From an optimization exercise on the open Yosys and OpenROAD flow, aimed at small area and a short achievable clock period; shortcuts taken in it are not production practice.
At most, simulation tests tie the RTL to the original design; equivalence was not proved.

==> run a <==
// spn_cu
module spn_cu (
    input  logic        clk,
    input  logic        reset,            
    input  logic [1:0]  opcode,           
    input  logic [15:0] data_in,          
    input  logic [31:0] secret_key,       
    output logic [15:0] data_out,         
    output logic [1:0]  valid             
);
==> module spn_cu, before the edit <==
module spn_cu (
    input  logic        clk,
    input  logic        reset,            
    input  logic [1:0]  opcode,           
    input  logic [15:0] data_in,          
    input  logic [31:0] secret_key,       
    output logic [15:0] data_out,         
    output logic [1:0]  valid             
);
    localparam logic [15:0] S0 = 16'h7d82, S1 = 16'hd499, S2 = 16'hf072, S3 = 16'hbc25;
    localparam logic [15:0] I0 = 16'h722d, I1 = 16'h4b9c, I2 = 16'hf0d8, I3 = 16'hea83;
    function automatic logic [3:0] sbox(input logic [3:0] x);
        sbox = {S3[x], S2[x], S1[x], S0[x]};
    endfunction
    function automatic logic [3:0] inv_sbox(input logic [3:0] x);
        inv_sbox = {I3[x], I2[x], I1[x], I0[x]};
    endfunction
    function automatic logic [15:0] s16(input logic [15:0] x);
        s16 = {sbox(x[15:12]), sbox(x[11:8]), sbox(x[7:4]), sbox(x[3:0])};
    endfunction
    function automatic logic [15:0] si16(input logic [15:0] x);
        si16 = {inv_sbox(x[15:12]), inv_sbox(x[11:8]), inv_sbox(x[7:4]), inv_sbox(x[3:0])};
    endfunction
    logic [1:0]  v;
    logic        p;
    logic [15:0] d_reg, k_reg;
    logic [7:0]  x_reg;
    logic        idle, done, err_in, enc;
    logic [15:0] x, rk, u;
    assign idle   = (v == 2'b00);
    assign done   = !p && (v[0] ^ v[1]);
    assign err_in = idle && (opcode == 2'b11);
    assign enc    = idle ? opcode[0] : v[0];
    assign x  = idle ? data_in : d_reg;
    assign rk = idle ? {secret_key[7:0], opcode[0] ? secret_key[23:16] : secret_key[31:24]}
                     : k_reg;
    assign u  = enc ? s16(x ^ rk) : (si16(x) ^ rk);
    always_ff @(posedge clk or posedge reset) begin
        if (reset) begin
            v <= 2'b00;
            p <= 1'b0;
        end else begin
            v <= idle ? opcode : (p ? v : 2'b00);
            p <= idle && (opcode[0] ^ opcode[1]);
        end
    end
    always_ff @(posedge clk) begin
        d_reg <= enc ? {u[13:0], u[15:14]} : {u[1:0], u[15:2]};
        k_reg <= idle ? secret_key[15:0] : {k_reg[7:0], x_reg};
        x_reg <= opcode[0] ? secret_key[31:24] : secret_key[23:16];
    end
    assign data_out = done ? u : 16'h0000;
    assign valid    = (p ? 2'b00 : v) | {err_in, err_in};
endmodule
Settings: LEC_CHECK=0, CAP_MARGIN=20, CORE_MARGIN=2, CORE_UTILIZATION=40, PLACE_DENSITY=0.6, SLEW_MARGIN=20; clock period 5.5 ns.
standard.sh (not shown) runs the stock make flow with config.mk's settings and CLKGATE_MAP_FILE= SYNTH_SCRIPT=/design/flow/synth_recipe.tcl, a recipe that flattens the netlist after the stock synthesis.
==> flow/flow/run.sh <==
#!/bin/bash
bash standard.sh "BUFFER_PORTS_ARGS=-buffer_cell sky130_fd_sc_hd__buf_1" "ADDER_MAP_FILE=" finish > standard.log 2>&1
==> run b: changes against run a <==
==> flow/design.v (replaced) <==
module spn_cu (
    input  logic        clk,
    input  logic        reset,            
    input  logic [1:0]  opcode,           
    input  logic [15:0] data_in,          
    input  logic [31:0] secret_key,       
    output logic [15:0] data_out,         
    output logic [1:0]  valid             
);
    function automatic logic [3:0] sbox(input logic [3:0] x);
        logic w;
        w = ~(x[1] ^ x[2]);
        sbox[0] = x[3] ^ (x[0] & w);
        sbox[1] = ~(x[0] ^ x[1]) ^ (x[3] & ((~x[0] & ~x[2]) | (x[1] & (x[0] ^ x[2]))));
        sbox[2] = x[2] ^ (x[0] & w & ~x[3]);
        sbox[3] = ~(x[0] ^ (x[2] & ~(x[0] & x[1])) ^ (x[3] & ~(x[0] ^ x[1])));
    endfunction
    function automatic logic [3:0] inv_sbox(input logic [3:0] x);
        inv_sbox[0] = ~(x[2] ^ x[3] ^ (x[0] & ~(x[1] ^ (x[2] & x[3]))));
        inv_sbox[1] = x[1] ^ x[2] ^ x[3] ^ (x[0] & (x[3] ? x[1] : x[2]));
        inv_sbox[2] = x[2] ^ (x[0] & ~x[3] & (x[1] ^ x[2]));
        inv_sbox[3] = (~(x[1] | x[2]) | (x[0] & x[1] & x[2])) ^ (x[3] & ~(x[0] ^ x[1] ^ x[2]));
    endfunction
    function automatic logic [15:0] s16(input logic [15:0] x);
        s16 = {sbox(x[15:12]), sbox(x[11:8]), sbox(x[7:4]), sbox(x[3:0])};
    endfunction
    function automatic logic [15:0] si16(input logic [15:0] x);
        si16 = {inv_sbox(x[15:12]), inv_sbox(x[11:8]), inv_sbox(x[7:4]), inv_sbox(x[3:0])};
    endfunction
    logic        st_idle, st_pe, st_pd, st_de, st_dd, st_err;
    logic [15:0] d_reg, k_reg;
    logic [7:0]  x_reg;
    logic        err_in, enc;
    logic [15:0] x, rk, u_enc, u_dec, u;
    assign err_in = st_idle && (opcode == 2'b11);
    assign enc    = st_idle ? opcode[0] : (st_pe | st_de);
    assign x     = st_idle ? data_in : d_reg;
    assign rk    = st_idle ? {secret_key[7:0], opcode[0] ? secret_key[23:16] : secret_key[31:24]}
                           : k_reg;
    assign u_enc = s16(x ^ rk);
    assign u_dec = si16(x) ^ rk;
    assign u     = enc ? u_enc : u_dec;
    always_ff @(posedge clk or posedge reset) begin
        if (reset) begin
            st_idle <= 1'b1;
            st_pe   <= 1'b0;
            st_pd   <= 1'b0;
            st_de   <= 1'b0;
            st_dd   <= 1'b0;
            st_err  <= 1'b0;
        end else begin
            st_idle <= st_de | st_dd | st_err | (st_idle && opcode == 2'b00);
            st_pe   <= st_idle && opcode == 2'b01;
            st_pd   <= st_idle && opcode == 2'b10;
            st_de   <= st_pe;
            st_dd   <= st_pd;
            st_err  <= err_in;
        end
    end
    always_ff @(posedge clk) begin
        d_reg <= enc ? {u[13:0], u[15:14]} : {u[1:0], u[15:2]};
        k_reg <= st_idle ? secret_key[15:0] : {k_reg[7:0], x_reg};
        x_reg <= opcode[0] ? secret_key[31:24] : secret_key[23:16];
    end
    assign data_out = ({16{st_de}} & u_enc) | ({16{st_dd}} & u_dec);
    assign valid    = {st_dd | st_err | err_in, st_de | st_err | err_in};
endmodule
==> flow/flow/run.sh (replaced) <==
#!/bin/bash
bash standard.sh "BUFFER_PORTS_ARGS=-buffer_cell sky130_fd_sc_hd__buf_1" "ADDER_MAP_FILE=" "SETUP_SLACK_MARGIN=1.0" finish > standard.log 2>&1
==> notes <==
Of run b and run a, run b has the higher clock-buffer cell count (gap 1).
In run a the via count is higher than in run b, by 15%.
In run b the flip-flop and latch count is higher than in run a, by 3.
Between run a and run b, the lower maximum frequency is in run a (gap 2.0%, measured against run b).
Against run b, the worst setup slack of run a is worse by 0.089 ns.
Between run a and run b, the lower synthesized area is in run b (gap about 2.2%, measured against run b).
Of run b and run a, run a has the higher die area (gap about 2%, measured against run a).
In run b the non-clock buffer count is lower than in run a, by 3.
==> figures <==
quantity	run a	run b
Worst reg2reg path depth	6	7
Arrival @ worst endpoint	3.31 ns	3.22 ns
Hold Startpoint	x_reg[4]$_DFF_P_	st_pd$_DFF_PP0_
Clock-cell share of area	3.15%	2.07%
First-pass GRT wire length	17.0 mm	15.5 mm
Die outline area	0.0105 mm^2	0.0103 mm^2
Utilization of the core after routing	46.4%	45.3%
Clock skew	0.00725 ns	0.00742 ns
Post-route design area	0.00433 mm^2	0.00417 mm^2
Hold Path End	k_reg[4]$_DFF_P_	st_dd$_DFF_PP0_
Share of the clock period used by the worst path	80.2%	78.6%
Average routed wire per standard cell	16.2 um	17.3 um
Reg2Reg Setup Slack	2.60 ns	2.68 ns
Compound-gate portion of the synthesized area	22.7%	16.6%
Routing usage on met2	34.5%	32.1%
Register fraction of the total cell area	20.2%	22.9%
Critical path's largest stage delay	0.87 ns	0.89 ns
Met3 Wirelength	513 um	588 um
Die height	102 um	101 um
Result of the run	complete, no violations	complete, no violations
Only the layout flow was run in run b; the RTL was not checked for function there.

==> what the ideal ports hide <==
The results above use ideal ports. As a check the final layouts listed here were re-extracted and re-timed, cells and wires unchanged. Step 1, drivers: a clkbuf_16 drives clk and a buf_2 each remaining input, both assumed. Step 2 times the ports against the registers' clock, not the clock port: input delays grow and output delays shrink by t, the midpoint of the rising clock arrivals with the driver on. Three values: ideal, step 1, step 2; two values: the first two.
run	t (ns)	slack for setup (ns)	hold slack, ns	slew at the worst register clock pin (ns)
run a	0.330	1.090 / 1.056 / 1.197	0.430 / 0.430 / 0.430	0.09 / 0.09
run b	0.327	1.179 / 1.151 / 1.175	0.356 / 0.356 / 0.356	0.09 / 0.09
After both steps every run listed still meets setup and hold. The setup slack of run b, which loses most, moves by -0.028 ns with the drivers and by -0.004 ns with both steps.
